Context: an optimization exercise on an open-source flow, tuned for small area. The choices shown serve that exercise and are no tape-out recipe.
Only simulation tests tie the RTL to the original design; equivalence was not proved.
The clock port is modelled as an ideal driver; clocking choices that lean on that would not hold on a real chip.
Power and IR drop assume default switching activity.

==> design.v <==
module clickingNoise(i_clk, o_led, i_sel, i_rst);
  input i_clk;
  input [3:0] i_sel;
  output reg o_led;
  input i_rst;
  reg [19:0] r_lo;    
  wire [19:0] lo = r_lo ^ 20'b10101010101010101010;
  reg [11:0] r_hi;
  reg r_on;
  wire lo_z = ~|lo[18:0];
  wire carry = lo[19] & lo_z;
  wire lo_ge;
  gb_limit LIMIT_INST({i_sel, r_hi[5:0]}, lo_ge);
  wire ge = (i_sel == 4'd0) ? (&r_hi[11:6] & lo_ge) : (|r_hi[11:6] | lo_ge);
  wire [11:0] hi_c;
  assign hi_c[0] = carry;
  genvar gi;
  generate for (gi = 1; gi < 12; gi = gi + 1) begin : hi_chain
    assign hi_c[gi] = hi_c[gi-1] & r_hi[gi-1];
  end endgenerate
  wire done = r_on & ge;
  always @(posedge i_clk) begin
    if (i_rst) begin
      r_lo <= 20'b11001011110010110101;
      r_hi <= 12'hFFF;
      r_on <= 1'b0;
      o_led <= 1'b0;
    end else begin
      o_led <= r_on | (o_led & ~lo[4]);
      if (done) begin
        r_lo <= 20'b10011010000110100101;
        r_hi <= 12'hFFF;
        r_on <= 1'b0;
      end else begin
        r_lo <= {lo[18:0], lo[19] ^ lo[16] ^ lo_z} ^ 20'b10101010101010101010;
        r_hi <= r_hi ^ hi_c;
        if (carry) r_on <= 1'b1;
      end
    end
  end
endmodule
module gb_limit(input [9:0] x, output [0:0] z);
  wire new_n12, new_n13, new_n14, new_n15, new_n16, new_n17, new_n18,
    new_n19, new_n20, new_n21, new_n22, new_n23, new_n24, new_n25, new_n26,
    new_n27, new_n28, new_n29, new_n30, new_n31, new_n32, new_n33, new_n34,
    new_n35, new_n36, new_n37, new_n38, new_n39, new_n40, new_n41, new_n42,
    new_n43, new_n44, new_n45, new_n46, new_n47;
  assign new_n12 = ~x[5] & ~x[3];
  assign new_n13 = x[2] & x[1];
  assign new_n14 = x[0] & new_n13;
  assign new_n15 = ~x[2] & ~x[1];
  assign new_n16 = ~x[7] & new_n15;
  assign new_n17 = x[6] & ~new_n16;
  assign new_n18 = ~x[3] & ~new_n17;
  assign new_n19 = ~x[7] & ~x[6];
  assign new_n20 = ~new_n14 & new_n19;
  assign new_n21 = ~x[6] & ~x[0];
  assign new_n22 = new_n15 & new_n21;
  assign new_n23 = ~x[7] & ~x[5];
  assign new_n24 = ~new_n22 & ~new_n23;
  assign new_n25 = ~new_n20 & new_n24;
  assign new_n26 = ~new_n18 & new_n25;
  assign new_n27 = new_n14 & new_n26;
  assign new_n28 = new_n12 & ~new_n27;
  assign new_n29 = ~x[2] & new_n23;
  assign new_n30 = ~new_n17 & new_n29;
  assign new_n31 = x[8] & ~new_n30;
  assign new_n32 = ~new_n28 & new_n31;
  assign new_n33 = ~x[8] & ~new_n26;
  assign new_n34 = x[9] & x[2];
  assign new_n35 = ~x[4] & ~new_n34;
  assign new_n36 = ~new_n33 & ~new_n35;
  assign new_n37 = x[7] & x[5];
  assign new_n38 = ~x[9] & ~new_n37;
  assign new_n39 = x[8] & x[1];
  assign new_n40 = ~x[2] & ~new_n39;
  assign new_n41 = x[0] & ~new_n19;
  assign new_n42 = ~new_n40 & new_n41;
  assign new_n43 = ~x[4] & ~new_n13;
  assign new_n44 = new_n12 & new_n43;
  assign new_n45 = ~new_n42 & new_n44;
  assign new_n46 = ~new_n38 & ~new_n45;
  assign new_n47 = ~new_n36 & ~new_n46;
  assign z[0] = new_n32 | ~new_n47;
endmodule
module UARTrx (
    input        i_Clock,
    input        i_RX_Serial,
    output [7:0] o_RX_Byte,
    input        i_Rst
);
  localparam [3:0] IDLE = 4'b0000, START = 4'b0001, STOP = 4'b0010, CLEANUP = 4'b0011;
  reg [3:0] r_st;
  reg [12:0] r_cnt;    
  wire [12:0] cnt = r_cnt ^ 13'b0101010101010;
  reg [7:0] r_byte;
  wire tick = ~cnt[0] & ~cnt[2] & cnt[4] & ~cnt[7] & ~cnt[8] & ~cnt[9] & ~cnt[10] & cnt[11] & ~cnt[12];
  wire [12:0] cnt_step = {cnt[11:0], cnt[12] ^ cnt[5]};
  always @(posedge i_Clock) begin
    if (r_st == IDLE) r_cnt <= 13'b0100100001110;
    else if (tick) r_cnt <= 13'b0101001001110;
    else r_cnt <= cnt_step ^ 13'b0101010101010;
  end
  always @(posedge i_Clock) begin
    if (i_Rst) begin
      r_st <= IDLE;
      r_byte <= 8'd0;
    end else begin
      case (r_st)
        IDLE: if (!i_RX_Serial) r_st <= START;
        START: if (tick) r_st <= i_RX_Serial ? IDLE : 4'b1000;
        STOP: if (tick) r_st <= CLEANUP;
        CLEANUP: r_st <= IDLE;
        default: if (tick) begin
          r_byte[r_st[2:0]] <= i_RX_Serial;
          r_st <= (r_st == 4'b1111) ? STOP : {1'b1, r_st[2] ^ (r_st[1] & r_st[0]), r_st[1] ^ r_st[0], ~r_st[0]};
        end
      endcase
    end
  end
  assign o_RX_Byte = r_byte;
endmodule
module SEVEN_SEG(i_clk, o_led, o_led2, o_led3, o_seg, num, i_rst);
  input wire i_clk;
  output wire o_led;
  output wire o_led2;
  output wire o_led3;
  output wire [6:0] o_seg;
  input [7:0] num;
  input wire i_rst;
  reg [10:0] r_pre;    
  wire [10:0] pre = r_pre ^ 11'b01010101010;
  reg [1:0] r_sel;
  reg [3:0] bcd;
  reg [3:0] r_prev;    
  wire pre_z = ~|pre[9:0];
  wire pre_carry = pre[10] & pre_z;
  always @(posedge i_clk) begin
    if (i_rst) begin
      r_pre <= 11'b01010101010;
      r_sel <= 2'd0;
    end else begin
      r_pre <= {pre[9:0], pre[10] ^ pre[8] ^ pre_z} ^ 11'b01010101010;
      r_sel <= {r_sel[1] ^ (pre_carry & r_sel[0]), r_sel[0] ^ pre_carry};
    end
  end
  wire [3:0] digit;
  gb_digit DIGIT_INST({r_sel, num}, digit);
  always @(posedge i_clk) begin
    if (i_rst) begin
      bcd <= 4'd0;
      r_prev <= 4'd8;
    end else if (r_sel != 2'b00) begin
      bcd <= digit;
      r_prev <= bcd;
    end
  end
  gb_sevseg SEG_INST(r_prev, o_seg);
  assign o_led = !(r_sel == 2'b11);
  assign o_led2 = !(r_sel == 2'b01);
  assign o_led3 = !(r_sel == 2'b10);
endmodule
module gb_digit(input [9:0] x, output [3:0] z);
  wire [7:0] qr;
  gb_divmod5 DM_INST(x[7:1], qr);
  gb_digsel DS_INST({x[9:8], qr, x[0]}, z);
endmodule
module gb_divmod5(input [6:0] x, output [7:0] z);
  wire new_n16, new_n18, new_n19, new_n20, new_n21, new_n22, new_n23,
    new_n24, new_n26, new_n27, new_n28, new_n29, new_n30, new_n31, new_n32,
    new_n33, new_n34, new_n35, new_n37, new_n38, new_n39, new_n40, new_n41,
    new_n42, new_n43, new_n44, new_n45, new_n46, new_n47, new_n48, new_n49,
    new_n50, new_n51, new_n52, new_n53, new_n55, new_n56, new_n57, new_n58,
    new_n59, new_n60, new_n61, new_n62, new_n63, new_n64, new_n65, new_n66,
    new_n67, new_n68, new_n69, new_n70, new_n71, new_n72, new_n73, new_n74,
    new_n75, new_n76, new_n77, new_n78, new_n79, new_n80, new_n81, new_n82,
    new_n83, new_n84, new_n85, new_n86, new_n88, new_n89, new_n91, new_n92,
    new_n93, new_n94, new_n96, new_n97, new_n98, new_n99, new_n100,
    new_n101, new_n102, new_n103, new_n104, new_n105, new_n106, new_n107,
    new_n108, new_n109;
  assign new_n16 = ~x[5] & ~x[4];
  assign z[7] = x[6] & ~new_n16;
  assign new_n18 = x[6] & ~x[4];
  assign new_n19 = ~x[5] & ~new_n18;
  assign new_n20 = ~x[6] & x[4];
  assign new_n21 = x[5] & ~x[3];
  assign new_n22 = ~new_n20 & new_n21;
  assign new_n23 = x[5] & new_n18;
  assign new_n24 = ~new_n22 & ~new_n23;
  assign z[6] = ~new_n19 & new_n24;
  assign new_n26 = ~new_n18 & ~new_n20;
  assign new_n27 = x[2] & new_n18;
  assign new_n28 = new_n21 & ~new_n27;
  assign new_n29 = ~new_n26 & new_n28;
  assign new_n30 = ~new_n21 & new_n26;
  assign new_n31 = ~x[5] & x[3];
  assign new_n32 = ~new_n21 & ~new_n31;
  assign new_n33 = x[4] & ~x[2];
  assign new_n34 = new_n32 & new_n33;
  assign new_n35 = ~new_n30 & ~new_n34;
  assign z[5] = ~new_n29 & new_n35;
  assign new_n37 = ~x[1] & new_n31;
  assign new_n38 = new_n26 & new_n37;
  assign new_n39 = x[1] & new_n21;
  assign new_n40 = ~new_n37 & ~new_n39;
  assign new_n41 = x[1] & ~new_n31;
  assign new_n42 = ~new_n20 & ~new_n41;
  assign new_n43 = new_n40 & ~new_n42;
  assign new_n44 = ~new_n38 & ~new_n43;
  assign new_n45 = ~x[2] & ~new_n44;
  assign new_n46 = ~x[1] & new_n20;
  assign new_n47 = ~new_n32 & ~new_n46;
  assign new_n48 = x[1] & new_n18;
  assign new_n49 = ~new_n47 & ~new_n48;
  assign new_n50 = ~new_n21 & ~new_n49;
  assign new_n51 = ~new_n28 & ~new_n50;
  assign new_n52 = ~new_n45 & ~new_n51;
  assign new_n53 = ~x[6] & new_n34;
  assign z[4] = new_n52 | new_n53;
  assign new_n55 = ~x[2] & x[0];
  assign new_n56 = ~x[3] & new_n48;
  assign new_n57 = ~new_n43 & ~new_n56;
  assign new_n58 = new_n21 & ~new_n57;
  assign new_n59 = ~new_n38 & ~new_n58;
  assign new_n60 = new_n55 & ~new_n59;
  assign new_n61 = x[2] & ~x[0];
  assign new_n62 = ~new_n55 & ~new_n61;
  assign new_n63 = z[5] & ~new_n62;
  assign new_n64 = ~z[5] & ~new_n61;
  assign new_n65 = ~x[1] & new_n47;
  assign new_n66 = new_n57 & ~new_n65;
  assign new_n67 = ~new_n64 & new_n66;
  assign new_n68 = ~new_n63 & new_n67;
  assign new_n69 = ~new_n60 & ~new_n68;
  assign new_n70 = x[6] & new_n69;
  assign new_n71 = ~new_n37 & ~new_n55;
  assign new_n72 = ~new_n40 & ~new_n62;
  assign new_n73 = ~new_n71 & ~new_n72;
  assign new_n74 = ~new_n21 & ~new_n41;
  assign new_n75 = x[0] & new_n74;
  assign new_n76 = ~new_n71 & ~new_n75;
  assign new_n77 = ~new_n73 & new_n76;
  assign new_n78 = new_n40 & new_n62;
  assign new_n79 = x[4] & ~new_n78;
  assign new_n80 = ~new_n77 & new_n79;
  assign new_n81 = new_n61 & ~new_n74;
  assign new_n82 = ~x[4] & ~new_n81;
  assign new_n83 = ~new_n73 & new_n82;
  assign new_n84 = ~new_n80 & ~new_n83;
  assign new_n85 = ~new_n70 & ~new_n84;
  assign new_n86 = x[6] & new_n84;
  assign z[0] = ~new_n85 & ~new_n86;
  assign new_n88 = x[0] & ~z[0];
  assign new_n89 = ~x[0] & z[0];
  assign z[3] = new_n88 | new_n89;
  assign new_n91 = x[0] & new_n20;
  assign new_n92 = new_n32 & ~new_n91;
  assign new_n93 = x[1] & ~new_n92;
  assign new_n94 = new_n34 & new_n93;
  assign z[2] = ~new_n69 | new_n94;
  assign new_n96 = ~x[2] & new_n59;
  assign new_n97 = z[0] & ~new_n96;
  assign new_n98 = ~x[1] & ~new_n22;
  assign new_n99 = ~x[0] & new_n18;
  assign new_n100 = ~new_n98 & ~new_n99;
  assign new_n101 = new_n18 & new_n31;
  assign new_n102 = ~new_n100 & ~new_n101;
  assign new_n103 = ~new_n93 & ~new_n102;
  assign new_n104 = new_n43 & new_n75;
  assign new_n105 = ~new_n103 & ~new_n104;
  assign new_n106 = new_n97 & new_n105;
  assign new_n107 = x[2] & ~new_n59;
  assign new_n108 = ~new_n97 & ~new_n105;
  assign new_n109 = ~new_n107 & ~new_n108;
  assign z[1] = new_n106 | ~new_n109;
endmodule
module gb_digsel(input [10:0] x, output [3:0] z);
  wire new_n16, new_n17, new_n18, new_n19, new_n20, new_n21, new_n22,
    new_n23, new_n24, new_n25, new_n26, new_n27, new_n28, new_n29, new_n30,
    new_n31, new_n32, new_n33, new_n35, new_n36, new_n38, new_n39, new_n40,
    new_n41, new_n42, new_n43, new_n44, new_n45, new_n46, new_n47, new_n48,
    new_n50, new_n51, new_n52, new_n53;
  assign new_n16 = ~x[6] & ~x[5];
  assign new_n17 = x[7] & ~new_n16;
  assign new_n18 = x[8] & new_n17;
  assign new_n19 = ~x[2] & ~x[1];
  assign new_n20 = x[3] & ~new_n19;
  assign new_n21 = ~new_n18 & ~new_n20;
  assign new_n22 = x[9] & new_n21;
  assign new_n23 = x[10] & new_n22;
  assign new_n24 = x[3] & new_n23;
  assign new_n25 = ~x[10] & new_n22;
  assign new_n26 = x[7] & ~x[5];
  assign new_n27 = ~x[8] & ~new_n26;
  assign new_n28 = ~x[6] & ~new_n27;
  assign new_n29 = ~new_n16 & ~new_n27;
  assign new_n30 = ~x[8] & ~x[6];
  assign new_n31 = ~new_n29 & ~new_n30;
  assign new_n32 = new_n28 & ~new_n31;
  assign new_n33 = new_n25 & new_n32;
  assign z[3] = new_n24 | new_n33;
  assign new_n35 = x[2] & new_n23;
  assign new_n36 = new_n25 & new_n31;
  assign z[2] = new_n35 | new_n36;
  assign new_n38 = x[1] & new_n23;
  assign new_n39 = ~x[9] & new_n21;
  assign new_n40 = x[8] & new_n39;
  assign new_n41 = ~new_n25 & ~new_n40;
  assign new_n42 = x[9] & ~x[5];
  assign new_n43 = ~x[7] & new_n28;
  assign new_n44 = ~new_n17 & ~new_n43;
  assign new_n45 = ~new_n42 & ~new_n44;
  assign new_n46 = new_n42 & new_n44;
  assign new_n47 = ~new_n45 & ~new_n46;
  assign new_n48 = ~new_n41 & new_n47;
  assign z[1] = new_n38 | new_n48;
  assign new_n50 = x[0] & new_n23;
  assign new_n51 = new_n39 & ~new_n44;
  assign new_n52 = x[4] & new_n25;
  assign new_n53 = ~new_n51 & ~new_n52;
  assign z[0] = new_n50 | ~new_n53;
endmodule
module gb_sevseg(input [3:0] x, output [6:0] z);
  wire new_n12, new_n13, new_n14, new_n15, new_n16, new_n17, new_n18,
    new_n19, new_n21, new_n22, new_n24, new_n26;
  assign new_n12 = ~x[3] & x[0];
  assign new_n13 = ~x[1] & ~new_n12;
  assign new_n14 = ~x[2] & ~x[1];
  assign new_n15 = x[3] & ~new_n14;
  assign new_n16 = ~x[3] & new_n14;
  assign new_n17 = ~new_n15 & ~new_n16;
  assign new_n18 = ~new_n13 & new_n17;
  assign new_n19 = ~new_n12 & new_n14;
  assign z[6] = ~new_n18 & ~new_n19;
  assign new_n21 = x[2] & x[1];
  assign new_n22 = x[0] & new_n21;
  assign z[3] = z[6] | new_n22;
  assign new_n24 = x[2] & ~z[3];
  assign z[5] = new_n15 | new_n24;
  assign new_n26 = ~new_n13 & ~new_n24;
  assign z[1] = new_n15 | new_n26;
  assign z[4] = ~new_n12 & z[1];
  assign z[2] = x[0] | z[6];
  assign z[0] = ~new_n17 | new_n22;
endmodule
module Ghostbox(i_clk, o_buzzer, i_uart_serial, i_mode, o_sel1, o_sel10, o_sel100, o_sevseg, i_rst);
  input [1:0] i_mode;
  input i_uart_serial;
  input i_clk;
  input i_rst;
  output o_sel1;
  output o_sel10;
  output o_sel100;
  output [6:0] o_sevseg;
  output o_buzzer;
  wire [7:0] w_byte;
  reg [3:0] r_buzz_freq;
  reg [7:0] r_sevseg_num;
  clickingNoise CLICKER_INST(i_clk, o_buzzer, r_buzz_freq, i_rst);
  UARTrx UARTRX_INST(i_clk, i_uart_serial, w_byte, i_rst);
  SEVEN_SEG SEV_SEG_INST(i_clk, o_sel1, o_sel10, o_sel100, o_sevseg, r_sevseg_num, i_rst);
  always @(posedge i_clk) begin
    if (i_rst) begin
      r_buzz_freq <= 4'd1;
      r_sevseg_num <= 8'd0;
    end else begin
      if (i_mode[0]) r_sevseg_num <= w_byte;
      if (i_mode[1]) r_buzz_freq <= w_byte[3:0];
    end
  end
endmodule
==> flow/run.sh <==
#!/bin/bash
set -euo pipefail
R=$PWD/orfs/results/sky130hd/Ghostbox/base
LIB=$FLOW_HOME/platforms/sky130hd/lib/sky130_fd_sc_hd__tt_025C_1v80.lib
ABCSCRIPT=""; DEEPT=300; CLK_SLEW_LIMIT=0.112
export BUFFER_PORTS_ARGS="-buffer_cell sky130_fd_sc_hd__buf_1"
export CTS_ARGS="-sink_clustering_enable -repair_clock_nets -dont_use_dummy_load"
[ -f flow/params.sh ] && source flow/params.sh
bash standard.sh synth > synth.log 2>&1
cp "$R/1_2_yosys.v" std_1_2_yosys.v
ABCSCRIPT="$ABCSCRIPT" bash flow/reopt.sh std_1_2_yosys.v "$R/1_2_yosys.v" "$LIB" "$DEEPT" > reopt.log 2>&1
rm -f "$R/1_synth.odb" "$R/1_synth.sdc"
bash standard.sh cts > cts.log 2>&1
cp "$R/4_cts.odb" 4_cts_before_shrink.odb
CLK_LIB="$LIB" CLK_ODB_IN=4_cts_before_shrink.odb CLK_SDC="$R/4_cts.sdc" CLK_ODB_OUT="$R/4_cts.odb" \
  CLK_RC="$FLOW_HOME/platforms/sky130hd/setRC.tcl" CLK_SLEW_LIMIT=$CLK_SLEW_LIMIT CLK_ROOT=0 \
  openroad -no_init -exit flow/shrink_clk.tcl > shrink_clk.log 2>&1
bash standard.sh finish > layout.log 2>&1
==> flow/params.sh <==
ABCSCRIPT="strash;dch;map -a;topo"
CTS_ARGS="-repair_clock_nets -dont_use_dummy_load"
==> flow/reopt.sh <==
#!/bin/bash
# reopt.sh IN.v OUT.v LIB SECONDS : re-optimise the combinational logic of a mapped
# netlist with ABC deepsyn, keeping every flip-flop instance (name, cell, pins) as is.
set -euo pipefail
IN=$(realpath "$1"); OUT=$2; LIB=$3; T=${4:-120}
DU="sky130_fd_sc_hd__probe_p_8 sky130_fd_sc_hd__probec_p_8 sky130_fd_sc_hd__lpflow_bleeder_1 sky130_fd_sc_hd__lpflow_clkbufkapwr_1 sky130_fd_sc_hd__lpflow_clkbufkapwr_16 sky130_fd_sc_hd__lpflow_clkbufkapwr_2 sky130_fd_sc_hd__lpflow_clkbufkapwr_4 sky130_fd_sc_hd__lpflow_clkbufkapwr_8 sky130_fd_sc_hd__lpflow_clkinvkapwr_1 sky130_fd_sc_hd__lpflow_clkinvkapwr_16 sky130_fd_sc_hd__lpflow_clkinvkapwr_2 sky130_fd_sc_hd__lpflow_clkinvkapwr_4 sky130_fd_sc_hd__lpflow_clkinvkapwr_8 sky130_fd_sc_hd__lpflow_decapkapwr_12 sky130_fd_sc_hd__lpflow_decapkapwr_3 sky130_fd_sc_hd__lpflow_decapkapwr_4 sky130_fd_sc_hd__lpflow_decapkapwr_6 sky130_fd_sc_hd__lpflow_decapkapwr_8 sky130_fd_sc_hd__lpflow_inputiso0n_1 sky130_fd_sc_hd__lpflow_inputiso0p_1 sky130_fd_sc_hd__lpflow_inputiso1n_1 sky130_fd_sc_hd__lpflow_inputiso1p_1 sky130_fd_sc_hd__lpflow_inputisolatch_1 sky130_fd_sc_hd__lpflow_isobufsrc_1 sky130_fd_sc_hd__lpflow_isobufsrc_16 sky130_fd_sc_hd__lpflow_isobufsrc_2 sky130_fd_sc_hd__lpflow_isobufsrc_4 sky130_fd_sc_hd__lpflow_isobufsrc_8 sky130_fd_sc_hd__lpflow_isobufsrckapwr_16 sky130_fd_sc_hd__lpflow_lsbuf_lh_hl_isowell_tap_1 sky130_fd_sc_hd__lpflow_lsbuf_lh_hl_isowell_tap_2 sky130_fd_sc_hd__lpflow_lsbuf_lh_hl_isowell_tap_4 sky130_fd_sc_hd__lpflow_lsbuf_lh_isowell_4 sky130_fd_sc_hd__lpflow_lsbuf_lh_isowell_tap_1 sky130_fd_sc_hd__lpflow_lsbuf_lh_isowell_tap_2 sky130_fd_sc_hd__lpflow_lsbuf_lh_isowell_tap_4 sky130_fd_sc_hd__fill_1 sky130_fd_sc_hd__fill_2 sky130_fd_sc_hd__fill_4 sky130_fd_sc_hd__fill_8 sky130_fd_sc_hd__einvn_0 sky130_fd_sc_hd__einvn_1 sky130_fd_sc_hd__einvn_2 sky130_fd_sc_hd__einvn_4 sky130_fd_sc_hd__einvn_8 sky130_fd_sc_hd__einvp_1 sky130_fd_sc_hd__einvp_2 sky130_fd_sc_hd__einvp_4 sky130_fd_sc_hd__einvp_8 sky130_fd_sc_hd__ebufn_1 sky130_fd_sc_hd__ebufn_2 sky130_fd_sc_hd__ebufn_4 sky130_fd_sc_hd__ebufn_8"
DUA=""
for c in $DU; do DUA="$DUA -dont_use $c"; done
run_one() {
W=$1; S=$2
mkdir -p "$W"
echo "$S" | tr ';' '\n' > "$W/deep.abc"
cat > "$W/ff.v" <<EOF
(* blackbox *)
module sky130_fd_sc_hd__dfxtp_1(input CLK, input D, output Q);
endmodule
EOF
cat > "$W/reopt.ys" <<EOF
read_verilog -lib $W/ff.v
read_liberty -ignore_redef -ignore_miss_func $LIB
read_verilog $IN
hierarchy -top Ghostbox
flatten
opt_clean -purge
tee -o $W/before.txt stat -liberty $LIB
abc -liberty $LIB $DUA -script $W/deep.abc
read_liberty -lib -ignore_redef $LIB
opt_clean -purge
hilomap -singleton -hicell sky130_fd_sc_hd__conb_1 HI -locell sky130_fd_sc_hd__conb_1 LO
insbuf -buf sky130_fd_sc_hd__buf_4 A X
splitnets
opt_clean -purge
check -assert
tee -o $W/after.txt stat -liberty $LIB
write_verilog -noattr -nohex -nodec $W/out.v
EOF
yosys -q -l "$W/yosys.log" "$W/reopt.ys"
awk '/Chip area/ {print $NF}' "$W/after.txt" > "$W/area.txt"
}
# candidate scripts: deepsyn with different seeds, then different mappers
SCRIPTS=(
"strash;&get -n;&deepsyn -T $T -S 1;&put;dch -p;amap;topo"
"strash;&get -n;&deepsyn -T $T -S 2;&put;amap;topo"
"strash;&get -n;&deepsyn -T $T -S 3;&put;dc2;dch;amap;topo"
"strash;&get -n;&deepsyn -T $T -S 4;&put;dch;map -a;topo"
)
if [ -n "${ABCSCRIPT:-}" ]; then SCRIPTS=("$ABCSCRIPT"); fi
B=$(mktemp -d "$PWD/reopt.XXXX")
i=0
for S in "${SCRIPTS[@]}"; do
  run_one "$B/c$i" "$S" > "$B/c$i.log" 2>&1 &
  i=$((i+1))
done
wait
best=""; ba=""
for d in "$B"/c*/; do
  [ -s "$d/area.txt" ] || continue
  a=$(cat "$d/area.txt"); echo "candidate $d: $a ($(head -c 300 "$d/deep.abc" | tr '\n' ';'))"
  if [ -z "$ba" ] || awk "BEGIN{exit !($a < $ba)}"; then ba=$a; best=$d; fi
done
[ -n "$best" ] || { echo "no candidate"; exit 1; }
echo "best: $best $ba"
grep "Chip area" "$best/before.txt"
cp "$best/out.v" "$OUT"
==> flow/shrink_clk.tcl <==
# Downsize clock tree buffers while every flip-flop clock pin keeps a small slew.
# Usage (env): CLK_LIB, CLK_ODB_IN, CLK_SDC, CLK_ODB_OUT, CLK_RC, CLK_SLEW_LIMIT (ns)
read_liberty $::env(CLK_LIB)
read_db $::env(CLK_ODB_IN)
read_sdc $::env(CLK_SDC)
source $::env(CLK_RC)
set limit $::env(CLK_SLEW_LIMIT)
proc worst_clk_slew {} {
  estimate_parasitics -placement
  set w 0
  foreach p [get_pins -hierarchical */CLK] {
    foreach k {slew_max_rise slew_max_fall} {
      set s [get_property $p $k]
      if {$s > $w} { set w $s }
    }
  }
  return $w
}
set bufs {}
set root {}
foreach inst [get_cells *] {
  set m [get_property $inst ref_name]
  if {[string match sky130_fd_sc_hd__clkbuf_* $m]} {
    if {[string match clkbuf_0_* [get_full_name $inst]]} { set root $inst } else { lappend bufs $inst }
  }
}
puts "start worst clock slew [worst_clk_slew]"
if {[info exists ::env(CLK_ROOT)] && $::env(CLK_ROOT)} { lappend bufs $root }
foreach inst $bufs {
  if {$inst == {}} continue
  set orig [get_property $inst ref_name]
  foreach cand {sky130_fd_sc_hd__clkbuf_2 sky130_fd_sc_hd__clkbuf_4} {
    if {$cand == $orig} break
    replace_cell $inst $cand
    set w [worst_clk_slew]
    if {$w <= $limit} {
      puts "[get_full_name $inst]: $orig -> $cand (worst $w)"
      set orig ""
      break
    }
    replace_cell $inst $orig
  }
}
puts "end worst clock slew [worst_clk_slew]"
write_db $::env(CLK_ODB_OUT)
==> standard.sh <==
#!/bin/bash
# synth_recipe.tcl (not shown) runs the flow's synth.tcl, then flattens the netlist and writes it again
# the make line also repeats each setting of config.mk as NAME=value (left out here)
make -C /OpenROAD-flow-scripts/flow DESIGN_CONFIG=/design/flow/config.mk WORK_HOME=/design/flow/orfs CLKGATE_MAP_FILE= SYNTH_SCRIPT=/design/flow/synth_recipe.tcl "${@:-finish}"
==> config.mk <==
export PLATFORM = sky130hd
export DESIGN_NAME = Ghostbox
export DESIGN_NICKNAME = Ghostbox
export VERILOG_FILES = /design/flow/design.v
export SDC_FILE = /design/flow/constraint.sdc
export NUM_CORES = 4
export LEC_CHECK = 0
export CAP_MARGIN = 20
export CORE_MARGIN = 2
export CORE_UTILIZATION = 70
export PLACE_DENSITY = 0.85
export SLEW_MARGIN = 20
==> constraint.sdc <==
create_clock -name core_clock -period 80.0 [get_ports {i_clk}]
set_input_delay 16.0000 -clock core_clock [delete_from_list [all_inputs] [get_ports {i_clk}]]
set_output_delay 16.0000 -clock core_clock [all_outputs]
set_load 0.01 [all_outputs]
==> results.yml, run 1 <==
clocking:
  clock_latency_ps: 370
  cts_buffer_depth: 2
  cts_setup_buffers: 0
  cts_tree: "done"
  cts_resized: 0
  cts.sinks: 92
  clk_pin_slew_ps: 110
  htree_levels: 3
  cts_made_buffers: 9
  holdBufCountCts: 0
  ctsRootBufferMaster: "clkbuf_8"
hold_path:
  hold_path.class: "reg2reg"
  hold_end: "CLICKER_INST.r_lo[7]$_SDFF_PP1_"
  hold_depth: 1
  hold_start: "CLICKER_INST.r_lo[6]$_SDFF_PP0_"
critical_path:
  r2r_setup_slack_ps: 76900
  path_max_fanout: 34
  end_kind: "flip-flop"
  cp-startpoint: "i_rst"
  start_kind: "primary input"
  cp_cell_sequence: "buf_1 -> buf_4 -> clkinv_1 -> nand2_1 -> clkinv_1 -> o21ai_0"
  critPathMaxStageDelay_ps: 730
  required_ps: 80260
  crit_path_top_delay_cell: "clkinv_1"
  crit_type: "in2reg"
  r2r-start: "r_sevseg_num[6]$_SDFFE_PP0P_"
  r2r_cells: 14
  r2r_end: "SEV_SEG_INST.bcd[0]$_SDFFE_PP0P_"
  crit_top_cell: "clkinv_1"
  arrival_ps: 18390
synth:
  synthesis.area_sq_um: 3940
  yosysWarnings: 4
  syn_nets: 552
  syn_avg_cell_area_sq_um: 7.20
  syn_inst: 547
timing:
  tightestPinTransition_ps: 836
  slew_violations: 0
  fin_hold_ws_ps: 369
  clock_skew_ps: 34.2
  rsz0062_at_grt: "false"
  fin_tns_setup_ps: 0
  period_minus_slack_ps: 18140
  timing.final.crit_share_pct: 22.7
  relSlewSlack_pct: 43.9
  finalHoldViolations: 0
  setup_violations: 0
  timing.fmax_ghz: 0.0551
outcome:
  status: "timing/DRC/antenna clean"
drt:
  met2RoutedLength_microns: 3900
  ant_nets: 0
  wl_per_cell_microns: 13.0
  top_layer: "met4"
  wl_met3_microns: 461
  remaining_drc_errors: 0
  drtIter0Drc: 322
  routed_wl_microns: 8270
  wl_met1_microns: 3720
  firstDrtPassIters: 5
  vias: 3639
  viasPerCell: 5.71
flow_run:
  maxCapViolations: 0
finish:
  area_growth_pct: 4.92
  diodes: 0
  nNetsFinal: 572
  drive_gt1_share_pct: 2.30
  fill_cells: 460
grt:
  grt_util_all_layers_pct: 28.7
  grt_pass1_vias: 3335
  grt_start_max_net_pins: 35
  antenna_found_initial: 0
  grt_pass1_wl_microns: 14200
  grt-ovfl-total: 0
power:
  p_per_area_nw_per_um2: 21.4
  p_leak_nw: 1.55
  vdd_drop_max_mv: 0.0197
floorplan:
  num_rows: 27
  die_w_microns: 79.0
  pin_count: 16
  fp.dieArea_sq_um: 6240
  fp.dieH_microns: 79.0
  start_util_pct: 72.0
  coreArea_sq_um: 5470
placement:
  dp_hpwl_microns: 6160
  port_buffers: 15
  place.gp.congestion: 0.950
layout make-up:
cell class | instances | area, sq um | area share, %
flip-flops and latches | 92 | 1840 | 44.6
multi-input cells | 359 | 1710 | 41.4
inverters | 89 | 334 | 8.08
clock buffers | 9 | 92.6 | 2.24
well taps | 72 | 90.1 | 2.18
repair buffers | 16 | 63.8 | 1.54
flip-flops by register name, indices dropped and copies added (netlist names):
| register | cells |
|---|---|
| r_sevseg_num | 8 |
| CLICKER_INST.r_on | 1 |
| r_buzz_freq | 4 |
| UARTRX_INST.r_st | 4 |
| UARTRX_INST.r_cnt | 13 |
| UARTRX_INST.r_byte | 8 |
| SEV_SEG_INST.r_prev | 4 |
| SEV_SEG_INST.r_pre | 11 |
| CLICKER_INST.r_lo | 20 |
| SEV_SEG_INST.r_sel | 2 |
| CLICKER_INST.r_hi | 12 |
| CLICKER_INST.o_led | 1 |
| SEV_SEG_INST.bcd | 4 |
per-stage QoR:
stage | util (%) | setup slack (ps) | power (mW) | cell area, sq um | instances
final | 75.5 | 61860 | 0.0884 | 4130 | 637
after global routing | 75.5 | 61600 | 0.0935 | 4130 | 637
after CTS | 76.1 | 61930 | 0.0917 | 4170 | 637
after detailed placement | 73.8 | 61590 | 0.0686 | 4040 | 628
after global placement | 73.8 | 61670 | 0.0680 | 4040 | 628
after floorplan | - | 62660 | 0.0649 | 3940 | 547
worst max-delay path: cells and delay by family:
| family | cells | cell delay, ps |
|---|---|---|
| AO/OA/AOI/OAI | 1 | 220 |
| buffers and inverters | 4 | 1580 |
| AND/OR/NAND/NOR | 1 | 580 |
placed cells by master, fill, tap and decap left out, drive strengths merged, types with 10 or more instances in the layout:
master / count
clkinv: 89
nand2: 66
nor3: 17
nand3: 17
buf: 16
nor4: 10
a21oi: 52
dfxtp: 92
nor2: 107
o21ai: 44
a211oi: 10
how the worst max path moves through the flow:
stage | slack [ps] | cells after the start | end
4_1_cts | 61930 | 6 | CLICKER_INST.r_hi[4]$_SDFF_PP1_
3_3_place_gp | 61670 | 6 | CLICKER_INST.r_hi[1]$_SDFF_PP1_
2_1_floorplan | 62660 | 4 | CLICKER_INST.r_hi[10]$_SDFF_PP1_
3_5_place_dp | 61590 | 6 | CLICKER_INST.r_hi[4]$_SDFF_PP1_
5_1_grt | 61600 | 6 | CLICKER_INST.r_hi[5]$_SDFF_PP1_
6_report | 61860 | 6 | CLICKER_INST.r_hi[4]$_SDFF_PP1_
power breakdown:
| part | leakage, nW | internal [mW] | switching (mW) |
|---|---|---|---|
| Sequential | 0.754 | 0.0504 | 0.00287 |
| Combinational | 0.744 | 0.00468 | 0.00968 |
| Clock | 0.0518 | 0.00745 | 0.0133 |
| Total | 1.55 | 0.0625 | 0.0259 |
routing by layer:
metal	global-route usage (%)	up-vias
met2	47.2	114
met4	14.1	0
met1	36.7	1627
met3	4.89	17
met5	0	-
li1	-	1881
==> run 2: changes to the inputs <==
removed: flow/params.sh
==> run 2 against run 1 <==
Cell area shrank 9.0%. Sequential share of layout area grew 4.4 points. Utilization shrank 0.41 points. Non-clock buffer count shrank 1. Global-route usage shrank 2.8 points. Area after synthesis shrank 9.2%. Final cell count shrank 16%. Largest power group unchanged.
==> results.yml, run 2 <==
outcome:
  status: "timing/DRC/antenna clean"
finish:
  register_area_sq_um: 1840
  final_area_sq_um: 3760
  diodes: 0
  fin_cells: 537
  nNetsFinal: 474
  multi_input_area_sq_um: 1470
  top_regs: "CLICKER_INST.r_lo x20, UARTRX_INST.r_cnt x13, CLICKER_INST.r_hi x12"
  final_common_cell: "dfxtp_1"
  area_growth_pct: 5.21
  fill_cells: 407
  top_register: "CLICKER_INST.r_lo"
  layout_common_cells: "dfxtp_1 (92), nor2_1 (81), nand2_1 (60)"
  drive_gt1_share_pct: 2.14
  largest_reg_flops: 20
  finalCoreUtilization_pct: 75.1
clocking:
  cts_tree: "done"
  cts.sinks: 92
  clock_latency_ps: 370
  cts_made_buffers: 9
  cts_buffer_depth: 2
  htree_levels: 3
  holdBufCountCts: 0
  clk_pin_slew_ps: 110
  ctsRootBufferMaster: "clkbuf_8"
  cts_resized: 0
  cts_setup_buffers: 0
floorplan:
  coreArea_sq_um: 5010
  num_rows: 26
  pin_count: 16
  start_util_pct: 71.4
  fp.dieArea_sq_um: 5700
  die_w_microns: 75.5
  fp.dieH_microns: 75.5
flow_run:
  maxCapViolations: 0
placement:
  place_area_sq_um: 3670
  dp_hpwl_microns: 5130
  dp_cells: 528
  dp_slack_ps: 61750
  port_buffers: 15
  place.gp.congestion: 0.983
synth:
  synthesis.area_sq_um: 3580
  syn_inst: 450
  syn_avg_cell_area_sq_um: 7.95
  yosysWarnings: 4
  syn_nets: 455
timing:
  period_minus_slack_ps: 17890
  timing.fmax_ghz: 0.0559
  finalHoldViolations: 0
  tightestPinTransition_ps: 883
  slew_violations: 0
  fin_ws_ps: 62110
  relSlewSlack_pct: 41.2
  timing.final.crit_share_pct: 22.4
  rsz0062_at_grt: "false"
  fin_tns_setup_ps: 0
  fin_hold_ws_ps: 363
  setup_violations: 0
  clock_skew_ps: 36.7
power:
  vdd_drop_max_mv: 0.0153
  p_clk_share_pct: 29.4
  switching_share_pct: 22.0
  power_uw: 70.7
  p_int_uw: 55.1
  p_per_area_nw_per_um2: 18.8
  p_comb_share_pct: 3.3
  switchingPower_uw: 15.5
  p_leak_nw: 1.34
  pwr-share-seq_pct: 67.3
hold_path:
  hold_start: "SEV_SEG_INST.r_pre[2]$_SDFF_PP0_"
  hold_path.class: "reg2reg"
critical_path:
  cp-startpoint: "i_rst"
  end_kind: "flip-flop"
  path_buf_inv: 2
  path_max_fanout: 26
  arrival_ps: 18130
  critPathMaxStageDelay_ps: 860
  cp_top_family: "buffers and inverters"
  crit_type: "in2reg"
  crit_path_top_delay_cell: "clkinv_1"
  r2r-start: "CLICKER_INST.r_lo[16]$_SDFF_PP0_"
  required_ps: 80240
  cp_cell_sequence: "buf_1 -> clkinv_1 -> nand2_1 -> o22ai_1"
  start_kind: "primary input"
grt:
  grt_pass1_wl_microns: 11400
  grt_util_all_layers_pct: 25.9
  antenna_found_initial: 0
  grt_pass1_vias: 2738
  grt-ovfl-total: 0
  grt_start_max_net_pins: 27
drt:
  drtIter0Drc: 134
  remaining_drc_errors: 0
  routed_wl_microns: 6920
  firstDrtPassIters: 4
  ant_nets: 0
  viasPerCell: 5.61
  vias: 3015
  wl_per_cell_microns: 12.9
run 2: final cells by class:
cell class | count | share of cell area (%)
clock buffer | 9 | 2.46
tap | 70 | 2.33
sequential | 92 | 48.9
multi-input combinational | 294 | 39.1
inverter | 57 | 5.68
timing repair buffer | 15 | 1.50
run 2: path summary, 6_finish.rpt:
path,endpoint,slack [ps],depth (start not counted)
worst max-delay path,r_sevseg_num[4]$_SDFFE_PP0P_,62110,4
worst min-delay path,SEV_SEG_INST.r_pre[3]$_SDFF_PP1_,360,1
worst max register to register,CLICKER_INST.r_hi[11]$_SDFF_PP1_,76530,16
worst min register to register,SEV_SEG_INST.r_pre[3]$_SDFF_PP1_,360,1
run 2: worst reg2reg max path, delay by kind of cell, from the launching register on:
family / cells / cell delay [ps]
and+or+nand+nor: 14 / 2800
DFF: 1 / 350
AOI/OAI and AO/OA: 1 / 130
buffers and inverters: 1 / 80
run 2: power by group through the flow:
stage / logic, mW / clock network, mW / registers (mW)
finish: 0.00233 / 0.0208 / 0.0475
global route: 0.00265 / 0.0222 / 0.0477
CTS: 0.00234 / 0.0239 / 0.0476
detailed placement: 0.00232 / 0 / 0.0486
global placement: 0.00223 / 0 / 0.0486
floorplan: 0.00162 / 0 / 0.0484
run 2: routing by layer:
layer,up-vias,track usage (%),routed length [microns],part of all wire [%]
met5,-,0,0,0
met2,53,45.7,3320,48
li1,1572,-,-,-
met4,0,8.58,94,1.4
met3,11,5.16,229,3.3
met1,1379,31.7,3270,47
==> run 3: changes to the inputs <==
==> flow/params.sh (new file) <==
ABCSCRIPT="strash;dch;map -a;topo"
CTS_ARGS="-sink_clustering_enable -sink_clustering_size 30 -sink_clustering_max_diameter 100 -sink_clustering_levels 1 -repair_clock_nets -dont_use_dummy_load"
==> run 3 against run 2 <==
Still clean on timing, DRC and antenna. Non-clock buffer count up 1. Global-route usage increased by 2.8 points. Hold slack gained 6.3 ps. Sequential share of layout area fell by 4.4 points. Total power rose by 25%. Final cell count grew 19%. Critical path depth up 2. Clock power about the same. Critical path type unchanged. Largest cell class unchanged. Largest power group unchanged.
==> results.yml, run 3 <==
outcome:
  status: "timing/DRC/antenna clean"
timing:
  slew_violations: 0
  tightestPinTransition_ps: 836
  setup_violations: 0
  fin_hold_ws_ps: 369
  timing.final.crit_share_pct: 22.7
  clock_skew_ps: 34.2
  relSlewSlack_pct: 43.9
  rsz0062_at_grt: "false"
  period_minus_slack_ps: 18140
  fin_tns_setup_ps: 0
  finalHoldViolations: 0
  timing.fmax_ghz: 0.0551
clocking:
  ctsRootBufferMaster: "clkbuf_8"
  cts_resized: 0
  clk_pin_slew_ps: 110
  cts.sinks: 92
  holdBufCountCts: 0
  cts_made_buffers: 9
  cts_setup_buffers: 0
  cts_tree: "done"
  clock_latency_ps: 370
  cts_buffer_depth: 2
  htree_levels: 3
drt:
  firstDrtPassIters: 5
  met2RoutedLength_microns: 3900
  ant_nets: 0
  remaining_drc_errors: 0
  wl_per_cell_microns: 13.0
  drtIter0Drc: 322
  top_layer: "met4"
  wl_met1_microns: 3720
  viasPerCell: 5.71
  routed_wl_microns: 8270
  vias: 3639
  wl_met3_microns: 461
synth:
  syn_inst: 547
  yosysWarnings: 4
  syn_nets: 552
  synthesis.area_sq_um: 3940
  syn_avg_cell_area_sq_um: 7.20
critical_path:
  start_kind: "primary input"
  end_kind: "flip-flop"
  r2r_end: "SEV_SEG_INST.bcd[0]$_SDFFE_PP0P_"
  arrival_ps: 18390
  r2r_cells: 14
  path_max_fanout: 34
  cp-startpoint: "i_rst"
  crit_type: "in2reg"
  required_ps: 80260
  r2r-start: "r_sevseg_num[6]$_SDFFE_PP0P_"
  r2r_setup_slack_ps: 76900
finish:
  nNetsFinal: 572
  layout_common_cells: "nor2_1 (107), dfxtp_1 (92), clkinv_1 (89)"
  final_area_sq_um: 4130
  area_growth_pct: 4.92
  final_common_cell: "nor2_1"
  top_register: "CLICKER_INST.r_lo"
  largest_reg_flops: 20
  diodes: 0
  drive_gt1_share_pct: 2.30
  top_regs: "CLICKER_INST.r_lo x20, UARTRX_INST.r_cnt x13, CLICKER_INST.r_hi x12"
  finalCoreUtilization_pct: 75.5
placement:
  place.gp.congestion: 0.950
  port_buffers: 15
  dp_hpwl_microns: 6160
  place_area_sq_um: 4040
floorplan:
  die_w_microns: 79.0
  fp.dieH_microns: 79.0
  pin_count: 16
  start_util_pct: 72.0
  num_rows: 27
  fp.dieArea_sq_um: 6240
  coreArea_sq_um: 5470
hold_path:
  hold_depth: 1
  hold_start: "CLICKER_INST.r_lo[6]$_SDFF_PP0_"
  hold_path.class: "reg2reg"
  hold_end: "CLICKER_INST.r_lo[7]$_SDFF_PP1_"
grt:
  grt_pass1_vias: 3335
  grt-ovfl-total: 0
  antenna_found_initial: 0
  grt_util_all_layers_pct: 28.7
  grt_pass1_wl_microns: 14200
  grt_start_max_net_pins: 35
flow_run:
  maxCapViolations: 0
power:
  power_uw: 88.4
  p_leak_nw: 1.55
  vdd_drop_max_mv: 0.0197
  p_per_area_nw_per_um2: 21.4
[run 3: metal layers]
metal	up-vias	GRT usage [%]
li1	1881	-
met1	1627	36.7
met2	114	47.2
met3	17	4.89
met4	0	14.1
met5	-	0
[run 3: cell type report]
type	instances	area, sq um
Timing Repair Buffer	16	63.8
Tap cell	72	90.1
Multi-Input combinational cell	359	1710
Fill cell	460	1340
Clock buffer	9	92.6
Inverter	89	334
Sequential cell	92	1840
[run 3: how the worst max path moves through the flow]
stage                                                   to  slack (ps)  cells after the start
final                      CLICKER_INST.r_hi[4]$_SDFF_PP1_       61860                      6
after global placement     CLICKER_INST.r_hi[1]$_SDFF_PP1_       61670                      6
after detailed placement   CLICKER_INST.r_hi[4]$_SDFF_PP1_       61590                      6
after CTS                  CLICKER_INST.r_hi[4]$_SDFF_PP1_       61930                      6
after floorplan           CLICKER_INST.r_hi[10]$_SDFF_PP1_       62660                      4
after global routing       CLICKER_INST.r_hi[5]$_SDFF_PP1_       61600                      6
[run 3: power breakdown]
group          switching [mW]  internal, mW  total [mW]
Sequential            0.00287        0.0504      0.0532
Combinational         0.00968       0.00468      0.0144
Clock                  0.0133       0.00745      0.0208
[run 3: metrics by stage]
| stage | instances | setup WS (ps) |
|---|---|---|
| 2_1_floorplan | 547 | 62660 |
| 3_3_place_gp | 628 | 61670 |
| 3_5_place_dp | 628 | 61590 |
| 4_1_cts | 637 | 61930 |
| 5_1_grt | 637 | 61600 |
| 6_report | 637 | 61860 |
[run 3: critical path, cell delays in order]
cell and delay [ps]:
buf_1 60, buf_4 280, clkinv_1 730, nand2_1 580, clkinv_1 510, o21ai_0 220
==> run 4: changes to the inputs <==
--- a/flow/run.sh
+++ b/flow/run.sh
@@ -4,3 +4,3 @@
 LIB=$FLOW_HOME/platforms/sky130hd/lib/sky130_fd_sc_hd__tt_025C_1v80.lib
-ABCSCRIPT=""; DEEPT=300; CLK_SLEW_LIMIT=0.112
+ABCSCRIPT=""; DEEPT=120; CLK_SLEW_LIMIT=0.112
 export BUFFER_PORTS_ARGS="-buffer_cell sky130_fd_sc_hd__buf_1"
--- a/flow/reopt.sh
+++ b/flow/reopt.sh
@@ -40,8 +40,8 @@
 # candidate scripts: deepsyn with different seeds, then different mappers
-SCRIPTS=(
-"strash;&get -n;&deepsyn -T $T -S 1;&put;dch -p;amap;topo"
-"strash;&get -n;&deepsyn -T $T -S 2;&put;amap;topo"
-"strash;&get -n;&deepsyn -T $T -S 3;&put;dc2;dch;amap;topo"
-"strash;&get -n;&deepsyn -T $T -S 4;&put;dch;map -a;topo"
-)
+SCRIPTS=()
+NSEED=${NSEED:-12}
+for s in $(seq 1 $NSEED); do
+  if [ $((s % 2)) -eq 1 ]; then M="dch -p;amap"; else M="amap"; fi
+  SCRIPTS+=("strash;&get -n;&deepsyn -T $T -S $s;&put;$M;topo")
+done
 if [ -n "${ABCSCRIPT:-}" ]; then SCRIPTS=("$ABCSCRIPT"); fi
@@ -52,2 +52,3 @@
   i=$((i+1))
+  while [ "$(jobs -rp | wc -l)" -ge 4 ]; do sleep 2; done
 done
removed: flow/params.sh
==> run 4 against run 3 <==
Non-clock buffer count is 1 higher. Area after synthesis is 9.3% lower. Combinational power is 83% lower. Die area is 8.8% lower. Still clean. Global-route usage is 2.4 points lower.
==> results.yml, run 4 <==
synth:
  yosysWarnings: 4
  synthesis.area_sq_um: 3570
  syn_nets: 455
  syn_avg_cell_area_sq_um: 7.94
  syn_inst: 450
hold_path:
  hold_path.class: "reg2reg"
critical_path:
  r2r_setup_slack_ps: 76500
  path_buf_inv: 2
  end_kind: "primary output"
  crit_type: "reg2out"
  arrival_ps: 1770
  critPathMaxStageDelay_ps: 340
  start_kind: "flip-flop"
  cp_top_family: "simple AND/OR/NAND/NOR gates"
  crit_top_cell: "nor2_1"
  path_max_fanout: 4
  crit_path_top_delay_cell: "dfxtp_1"
  required_ps: 64000
  cp_cell_sequence: "nor2_1 -> nor2_1 -> clkinv_1 -> o311ai_0 -> or2_0 -> o21ai_0 -> buf_1"
drt:
  routed_wl_microns: 7120
  viasPerCell: 5.79
  drtIter0Drc: 214
  vias: 3120
  firstDrtPassIters: 5
  wl_per_cell_microns: 13.2
  ant_nets: 0
  remaining_drc_errors: 0
timing:
  relSlewSlack_pct: 52.9
  setup_violations: 0
  timing.final.crit_share_pct: 22.2
  timing.fmax_ghz: 0.0563
  period_minus_slack_ps: 17770
  fin_tns_setup_ps: 0
  slew_violations: 0
  tightestPinTransition_ps: 703
  fin_ws_ps: 62230
  finalHoldViolations: 0
  clock_skew_ps: 31.1
  rsz0062_at_grt: "false"
finish:
  drive_gt1_share_pct: 2.35
  final_common_cell: "nor2_1"
  final_area_sq_um: 3780
  finalCoreUtilization_pct: 75.4
  area_growth_pct: 5.74
  diodes: 0
  fin_cells: 539
  top_register: "CLICKER_INST.r_lo"
  largest_reg_flops: 20
  top_regs: "CLICKER_INST.r_lo x20, UARTRX_INST.r_cnt x13, CLICKER_INST.r_hi x12"
  layout_common_cells: "nor2_1 (93), dfxtp_1 (92), clkinv_1 (60)"
  nNetsFinal: 476
  fill_cells: 415
grt:
  grtUsageMet3_pct: 4.23
  gr-usage-met1_pct: 34.8
  grt_util_all_layers_pct: 26.3
  met2_usage_pct: 43.5
  top_usage_layer: "met2"
  grt_pass1_wl_microns: 11500
  antenna_found_initial: 0
  grt_pass1_vias: 2716
  grt_start_max_net_pins: 27
  grt-ovfl-total: 0
power:
  p_leak_nw: 1.38
  p_comb_share_pct: 3.5
  switching_share_pct: 21.5
  switchingPower_uw: 15.3
  p_per_area_nw_per_um2: 18.8
  pwr-share-seq_pct: 67.0
  p_clk_share_pct: 29.5
  vdd_drop_max_mv: 0.0151
  p_int_uw: 55.8
clocking:
  cts_made_buffers: 9
  clock_latency_ps: 350
  cts_setup_buffers: 0
  htree_levels: 3
  cts_buffer_depth: 2
  holdBufCountCts: 0
  cts_resized: 0
  cts.sinks: 92
  clk_pin_slew_ps: 110
  ctsRootBufferMaster: "clkbuf_8"
  cts_tree: "done"
floorplan:
  pin_count: 16
  coreArea_sq_um: 5010
  num_rows: 26
  fp.dieArea_sq_um: 5690
  start_util_pct: 71.4
  die_w_microns: 75.5
  fp.dieH_microns: 75.5
placement:
  port_buffers: 15
  dp_hpwl_microns: 5180
  dp_slack_ps: 62310
  place.gp.congestion: 0.914
  dp_cells: 530
  place_area_sq_um: 3680
outcome:
  status: "timing/DRC/antenna clean"
flow_run:
  maxCapViolations: 0
[run 4: layer usage]
metal / vias up / part of all wire [%]
met1: 1445 / 48
met2: 83 / 47
met3: 13 / 3.6
li1: 1579 / -
met5: - / 0
met4: 0 / 1.3
[run 4: power groups by stage]
stage | Clock, mW | Combinational (mW) | Sequential [mW]
2_1_floorplan | 0 | 0.00167 | 0.0484
3_3_place_gp | 0 | 0.00235 | 0.0486
3_5_place_dp | 0 | 0.00244 | 0.0486
4_1_cts | 0.0236 | 0.00248 | 0.0476
5_1_grt | 0.0228 | 0.00282 | 0.0477
6_report | 0.0210 | 0.00247 | 0.0476
[run 4: layout make-up]
type,instances,area [sq um],share of cell area (%)
inverters,60,225,5.96
well taps,70,87.6,2.32
repair buffers,17,71.3,1.89
clock buffers,9,98.8,2.62
flip-flops and latches,92,1840,48.7
multi-input cells,291,1460,38.5
[run 4: worst paths after layout]
kind,startpoint,depth (start not counted),to
setup / recovery,SEV_SEG_INST.r_prev[1]$_SDFFE_PP0P_,7,o_sevseg[5]
hold / removal,CLICKER_INST.r_lo[1]$_SDFF_PP0_,1,CLICKER_INST.r_lo[2]$_SDFF_PP1_
setup reg to reg,CLICKER_INST.r_lo[16]$_SDFF_PP0_,17,CLICKER_INST.r_hi[11]$_SDFF_PP1_
hold reg to reg,CLICKER_INST.r_lo[1]$_SDFF_PP0_,1,CLICKER_INST.r_lo[2]$_SDFF_PP1_
[run 4: metrics by stage]
step	hold WS (ps)	total power, mW
floorplan	352	0.0501
global placement	359	0.0509
detailed placement	360	0.0510
CTS	378	0.0737
global route	357	0.0733
finish	357	0.0710
==> run 5: changes to the inputs <==
--- a/flow/reopt.sh
+++ b/flow/reopt.sh
@@ -4,3 +4,3 @@
 set -euo pipefail
-IN=$(realpath "$1"); OUT=$2; LIB=$3; T=${4:-120}
+IN=$(realpath "$1"); OUT=$2; LIB=$3; T=${4:-120}; CT=${CONET:-$T}
 DU="sky130_fd_sc_hd__probe_p_8 sky130_fd_sc_hd__probec_p_8 sky130_fd_sc_hd__lpflow_bleeder_1 sky130_fd_sc_hd__lpflow_clkbufkapwr_1 sky130_fd_sc_hd__lpflow_clkbufkapwr_16 sky130_fd_sc_hd__lpflow_clkbufkapwr_2 sky130_fd_sc_hd__lpflow_clkbufkapwr_4 sky130_fd_sc_hd__lpflow_clkbufkapwr_8 sky130_fd_sc_hd__lpflow_clkinvkapwr_1 sky130_fd_sc_hd__lpflow_clkinvkapwr_16 sky130_fd_sc_hd__lpflow_clkinvkapwr_2 sky130_fd_sc_hd__lpflow_clkinvkapwr_4 sky130_fd_sc_hd__lpflow_clkinvkapwr_8 sky130_fd_sc_hd__lpflow_decapkapwr_12 sky130_fd_sc_hd__lpflow_decapkapwr_3 sky130_fd_sc_hd__lpflow_decapkapwr_4 sky130_fd_sc_hd__lpflow_decapkapwr_6 sky130_fd_sc_hd__lpflow_decapkapwr_8 sky130_fd_sc_hd__lpflow_inputiso0n_1 sky130_fd_sc_hd__lpflow_inputiso0p_1 sky130_fd_sc_hd__lpflow_inputiso1n_1 sky130_fd_sc_hd__lpflow_inputiso1p_1 sky130_fd_sc_hd__lpflow_inputisolatch_1 sky130_fd_sc_hd__lpflow_isobufsrc_1 sky130_fd_sc_hd__lpflow_isobufsrc_16 sky130_fd_sc_hd__lpflow_isobufsrc_2 sky130_fd_sc_hd__lpflow_isobufsrc_4 sky130_fd_sc_hd__lpflow_isobufsrc_8 sky130_fd_sc_hd__lpflow_isobufsrckapwr_16 sky130_fd_sc_hd__lpflow_lsbuf_lh_hl_isowell_tap_1 sky130_fd_sc_hd__lpflow_lsbuf_lh_hl_isowell_tap_2 sky130_fd_sc_hd__lpflow_lsbuf_lh_hl_isowell_tap_4 sky130_fd_sc_hd__lpflow_lsbuf_lh_isowell_4 sky130_fd_sc_hd__lpflow_lsbuf_lh_isowell_tap_1 sky130_fd_sc_hd__lpflow_lsbuf_lh_isowell_tap_2 sky130_fd_sc_hd__lpflow_lsbuf_lh_isowell_tap_4 sky130_fd_sc_hd__fill_1 sky130_fd_sc_hd__fill_2 sky130_fd_sc_hd__fill_4 sky130_fd_sc_hd__fill_8 sky130_fd_sc_hd__einvn_0 sky130_fd_sc_hd__einvn_1 sky130_fd_sc_hd__einvn_2 sky130_fd_sc_hd__einvn_4 sky130_fd_sc_hd__einvn_8 sky130_fd_sc_hd__einvp_1 sky130_fd_sc_hd__einvp_2 sky130_fd_sc_hd__einvp_4 sky130_fd_sc_hd__einvp_8 sky130_fd_sc_hd__ebufn_1 sky130_fd_sc_hd__ebufn_2 sky130_fd_sc_hd__ebufn_4 sky130_fd_sc_hd__ebufn_8"
@@ -12,2 +12,3 @@
 echo "$S" | tr ';' '\n' > "$W/deep.abc"
+echo "$S" | sed "s/-T [0-9]*/-T $CT/" | tr ';' '\n' > "$W/cone.abc"
 cat > "$W/ff.v" <<EOF
@@ -25,2 +26,6 @@
 tee -o $W/before.txt stat -liberty $LIB
+select -set bcdff t:sky130_fd_sc_hd__dfxtp_1 n:*bcd* %i
+select -set cone @bcdff %ci*:-sky130_fd_sc_hd__dfxtp_1[Q] @bcdff %d
+abc -liberty $LIB $DUA -script $W/cone.abc @cone
+select -clear
 abc -liberty $LIB $DUA -script $W/deep.abc
==> run 5 against run 4 <==
Area after synthesis down 0.56%. Total power down 1.4%. Clock skew up 4.2 ps. Wire length down 8.6%. Combinational power about the same. Synthesized cell count down 2.2%. Maximum frequency up 0.14%. Critical endpoint unchanged. Largest power group unchanged.
==> results.yml, run 5 <==
outcome:
  status: "timing/DRC/antenna clean"
placement:
  dp_slack_ps: 61980
  place_area_sq_um: 3650
  dp_hpwl_microns: 4690
  port_buffers: 15
  dp_cells: 516
  place.gp.congestion: 0.954
drt:
  wl_met3_microns: 255
  ant_nets: 0
  firstDrtPassIters: 4
  met2RoutedLength_microns: 2880
  top_layer: "met4"
  viasPerCell: 5.66
  drtIter0Drc: 186
  wl_per_cell_microns: 12.4
  wl_met1_microns: 3220
  remaining_drc_errors: 0
  routed_wl_microns: 6500
  vias: 2974
critical_path:
  crit_top_cell: "nor2_1"
  critPathMaxStageDelay_ps: 350
  path_buf_inv: 2
  end_kind: "primary output"
  start_kind: "flip-flop"
  cp_cell_sequence: "nor2_1 -> nor2_1 -> clkinv_1 -> o311ai_0 -> or2_0 -> o21ai_0 -> buf_1"
  cp_top_family: "simple AND/OR/NAND/NOR gates"
  crit_path_top_delay_cell: "dfxtp_1"
  crit_type: "reg2out"
  arrival_ps: 1750
  required_ps: 64000
  path_max_fanout: 4
clocking:
  cts.sinks: 92
  cts_tree: "done"
  cts_buffer_depth: 2
  clk_pin_slew_ps: 110
  clock_latency_ps: 350
  ctsRootBufferMaster: "clkbuf_8"
  htree_levels: 3
  cts_made_buffers: 9
  cts_resized: 0
  holdBufCountCts: 0
  cts_setup_buffers: 0
finish:
  largest_reg_flops: 20
  top_register: "CLICKER_INST.r_lo"
  drive_gt1_share_pct: 2.18
  final_area_sq_um: 3740
  diodes: 0
  nNetsFinal: 465
  area_growth_pct: 5.28
  fill_cells: 346
  top_regs: "CLICKER_INST.r_lo x20, UARTRX_INST.r_cnt x13, CLICKER_INST.r_hi x12"
  layout_common_cells: "dfxtp_1 (92), nor2_1 (83), clkinv_1 (59)"
  fin_cells: 525
  finalCoreUtilization_pct: 77.7
  multi_input_area_sq_um: 1440
  final_common_cell: "dfxtp_1"
  register_area_sq_um: 1840
floorplan:
  die_w_microns: 75.3
  coreArea_sq_um: 4820
  num_rows: 25
  fp.dieH_microns: 75.3
  fp.dieArea_sq_um: 5660
  pin_count: 16
  start_util_pct: 73.8
power:
  p_leak_nw: 1.36
  p_per_area_nw_per_um2: 18.7
  vdd_drop_max_mv: 0.0157
timing:
  timing.fmax_ghz: 0.0563
  slew_violations: 0
  setup_violations: 0
  finalHoldViolations: 0
  timing.final.crit_share_pct: 22.2
  period_minus_slack_ps: 17750
  relSlewSlack_pct: 30.6
  fin_tns_setup_ps: 0
  fin_ws_ps: 62250
  rsz0062_at_grt: "false"
  tightestPinTransition_ps: 1040
  clock_skew_ps: 35.3
synth:
  syn_nets: 445
  yosysWarnings: 4
  syn_avg_cell_area_sq_um: 8.08
  synthesis.area_sq_um: 3550
  syn_inst: 440
grt:
  grt-ovfl-total: 0
  grt_pass1_wl_microns: 11100
  antenna_found_initial: 0
  grt_pass1_vias: 2626
  grt_util_all_layers_pct: 25.4
  grt_start_max_net_pins: 27
flow_run:
  maxCapViolations: 0
hold_path:
  hold_path.class: "reg2reg"
==> run 5: final timing paths <==
path / from / to / slack, ps / cells after the start
max: SEV_SEG_INST.r_prev[1]$_SDFFE_PP0P_ / o_sevseg[5] / 62250 / 7
min: SEV_SEG_INST.r_pre[9]$_SDFF_PP1_ / SEV_SEG_INST.r_pre[10]$_SDFF_PP0_ / 380 / 1
max reg2reg: CLICKER_INST.r_lo[8]$_SDFF_PP0_ / CLICKER_INST.r_hi[10]$_SDFF_PP1_ / 76630 / 15
min reg2reg: SEV_SEG_INST.r_pre[9]$_SDFF_PP1_ / SEV_SEG_INST.r_pre[10]$_SDFF_PP0_ / 380 / 1
==> run 5: area by class of cell <==
type                            count  area share [%]
Sequential cell                    92            49.2
Multi-Input combinational cell    282            38.4
Inverter                           59            5.92
Clock buffer                        9            2.47
Tap cell                           67            2.24
Timing Repair Buffer               16            1.71
==> run 5: layer usage <==
layer,global-route usage [%],up-vias
li1,-,1560
met1,33.3,1329
met2,41.5,69
met3,4.02,16
met4,11.7,0
met5,0,-
==> run 5: per-stage QoR <==
stage / hold slack [ps] / total power [mW]
global placement: 366 / 0.0509
global route: 391 / 0.0728
finish: 380 / 0.0700
CTS: 376 / 0.0737
floorplan: 352 / 0.0501
detailed placement: 369 / 0.0510
==> run 5: power by group <==
part / total [mW] / internal (mW) / switching, mW
registers: 0.0476 / 0.0469 / 0.000634
logic: 0.00244 / 0.000777 / 0.00166
clock network: 0.0200 / 0.00744 / 0.0126
==> run 6: changes to the inputs <==
--- a/flow/run.sh
+++ b/flow/run.sh
@@ -4,3 +4,3 @@
 LIB=$FLOW_HOME/platforms/sky130hd/lib/sky130_fd_sc_hd__tt_025C_1v80.lib
-ABCSCRIPT=""; DEEPT=120; CLK_SLEW_LIMIT=0.112
+ABCSCRIPT=""; DEEPT=90; CLK_SLEW_LIMIT=0.112; export NSEED=20
 export BUFFER_PORTS_ARGS="-buffer_cell sky130_fd_sc_hd__buf_1"
==> run 6 against run 5 <==
Cell area about the same. Wire length up 10%. Combinational power down 3%. First-iteration DRC count is 2.2% higher. Global-route usage rose by 2.7 points. Worst setup slack worse by 250 ps. Utilization is 0.052 points lower. Critical path depth did not move. Largest cell class unchanged. Largest power group unchanged. Highest routed layer unchanged.
==> results.yml, run 6 <==
finish:
  top_regs: "CLICKER_INST.r_lo x20, UARTRX_INST.r_cnt x13, CLICKER_INST.r_hi x12"
  final_area_sq_um: 3740
  diodes: 0
  layout_common_cells: "dfxtp_1 (92), nor2_1 (78), nand2_1 (53)"
  area_growth_pct: 5.36
  final_common_cell: "dfxtp_1"
  top_register: "CLICKER_INST.r_lo"
  largest_reg_flops: 20
  drive_gt1_share_pct: 2.44
  nNetsFinal: 457
critical_path:
  path_max_fanout: 4
  cp_cell_sequence: "or2_0 -> nand2_1 -> o21ai_0 -> o21a_1 -> or3_1 -> o21ai_0 -> buf_1"
  crit_top_cell: "o21ai_0"
  crit_type: "reg2out"
  critPathMaxStageDelay_ps: 350
  start_kind: "flip-flop"
  required_ps: 64000
  crit_path_top_delay_cell: "dfxtp_1"
  end_kind: "primary output"
  arrival_ps: 2000
grt:
  grt_pass1_wl_microns: 12000
  antenna_found_initial: 0
  grt_util_all_layers_pct: 28.1
  grt_start_max_net_pins: 27
  grt-ovfl-total: 0
  grt_pass1_vias: 2674
floorplan:
  fp.dieArea_sq_um: 5660
  coreArea_sq_um: 4820
  start_util_pct: 73.7
  fp.dieH_microns: 75.2
  pin_count: 16
  num_rows: 25
  die_w_microns: 75.2
clocking:
  holdBufCountCts: 0
  clk_pin_slew_ps: 110
  clock_latency_ps: 360
  htree_levels: 3
  ctsRootBufferMaster: "clkbuf_8"
  cts.sinks: 92
  cts_buffer_depth: 2
  cts_tree: "done"
  cts_resized: 0
  cts_setup_buffers: 0
  cts_made_buffers: 9
drt:
  wl_per_cell_microns: 13.9
  ant_nets: 0
  drtIter0Drc: 190
  firstDrtPassIters: 7
  vias: 3016
  viasPerCell: 5.83
  routed_wl_microns: 7180
  remaining_drc_errors: 0
timing:
  tightestPinTransition_ps: 671
  timing.fmax_ghz: 0.0556
  clock_skew_ps: 35.1
  setup_violations: 0
  relSlewSlack_pct: 55.0
  timing.final.crit_share_pct: 22.5
  period_minus_slack_ps: 18000
  finalHoldViolations: 0
  slew_violations: 0
  rsz0062_at_grt: "false"
  fin_tns_setup_ps: 0
synth:
  syn_avg_cell_area_sq_um: 8.22
  synthesis.area_sq_um: 3550
  syn_inst: 432
  yosysWarnings: 4
  syn_nets: 437
power:
  vdd_drop_max_mv: 0.0176
  p_per_area_nw_per_um2: 18.8
  p_leak_nw: 1.37
outcome:
  status: "timing/DRC/antenna clean"
placement:
  port_buffers: 15
  place.gp.congestion: 0.925
  place_area_sq_um: 3640
  dp_hpwl_microns: 5200
flow_run:
  maxCapViolations: 0
hold_path:
  hold_path.class: "reg2reg"
==> run 6: per-stage QoR <==
| step | util, % | cells | hold slack, ps | setup slack [ps] | total power, mW |
|---|---|---|---|---|---|
| floorplan | - | 432 | 352 | 62510 | 0.0500 |
| global placement | 75.7 | 508 | 360 | 62050 | 0.0508 |
| detailed placement | 75.7 | 508 | 363 | 61960 | 0.0510 |
| CTS | 78.2 | 517 | 384 | 62020 | 0.0735 |
| global route | 77.6 | 517 | 386 | 61830 | 0.0727 |
| finish | 77.6 | 517 | 375 | 62000 | 0.0704 |
==> run 6: layout make-up <==
type | count | area [sq um]
clock buffer | 9 | 92.6
fill | 373 | 1080
inverter | 52 | 195
multi-input combinational | 281 | 1460
sequential | 92 | 1840
tap | 67 | 83.8
timing repair buffer | 16 | 63.8
==> run 6: power by group <==
part | total [mW] | switching, mW | internal [mW]
Clock | 0.0204 | 0.0129 | 0.00745
Sequential | 0.0476 | 0.000668 | 0.0469
Combinational | 0.00237 | 0.00160 | 0.000763
Total | 0.0704 | 0.0152 | 0.0552
==> run 6: critical path, delay by kind of cell, from the launching register on <==
family	cells	cell delay, ps
flip-flops	1	350
AO/OA/AOI/OAI	3	410
AND/OR/NAND/NOR	3	700
buffers and inverters	1	170
==> run 6: path summary, 6_finish.rpt <==
check | startpoint | slack [ps] | end | cells past startpoint
worst max-delay path | SEV_SEG_INST.r_prev[1]$_SDFFE_PP0P_ | 62000 | o_sevseg[5] | 7
worst min-delay path | CLICKER_INST.r_lo[14]$_SDFF_PP0_ | 370 | CLICKER_INST.r_lo[15]$_SDFF_PP1_ | 1
worst min register to register | CLICKER_INST.r_lo[14]$_SDFF_PP0_ | 370 | CLICKER_INST.r_lo[15]$_SDFF_PP1_ | 1
worst max register to register | CLICKER_INST.r_lo[8]$_SDFF_PP0_ | 76430 | CLICKER_INST.r_hi[11]$_SDFF_PP1_ | 16
==> run 6: routing by layer <==
metal	track usage [%]	vias to the layer above	routed length, microns
met5	0	-	0
met4	11.1	0	112
met3	4.82	15	334
met2	44.7	89	3280
met1	38.4	1377	3450
li1	-	1535	-

==> separate check: timing with driven ports <==
Ports are ideal in the flow. The routed layouts listed here were re-timed in OpenROAD. Step 1 (the two cells are an assumption about what drives the block):
set clk [get_ports {i_clk}]
set_driving_cell -lib_cell sky130_fd_sc_hd__clkbuf_16 $clk
set_driving_cell -lib_cell sky130_fd_sc_hd__buf_2 [delete_from_list [all_inputs] $clk]
Step 2 moves the port delays by t, midway between the first and last clock arrival at a register: inputs arrive t later, outputs are due t later. That takes back most of the time a late clock gives input paths. a / b / c = no drivers / after step 1 / after step 2; a / b = the first two.
run | shift t [ns] | setup slack, ns | worst setup path after step 2 | slew at the worst register clock pin (ns) | cell pins on the clock port's net
run 1 | 0.383 | 61.864 / 61.872 / 61.490 | input to register | 0.11 / 0.11 | 1
run 2 | 0.376 | 62.111 / 62.112 / 61.736 | input to register | 0.11 / 0.11 | 1
run 3 | 0.383 | 61.864 / 61.872 / 61.490 | input to register | 0.11 / 0.11 | 1
run 4 | 0.365 | 62.227 / 62.198 / 62.300 | input to register | 0.11 / 0.11 | 1
run 5 | 0.365 | 62.251 / 62.223 / 61.972 | input to register | 0.11 / 0.11 | 1
run 6 | 0.366 | 61.998 / 61.972 / 62.301 | input to register | 0.11 / 0.11 | 1
After both steps every run listed still meets setup and hold. For run 2, which loses most, drivers alone change the setup slack by +0.001 ns; drivers and shift together by -0.375 ns.
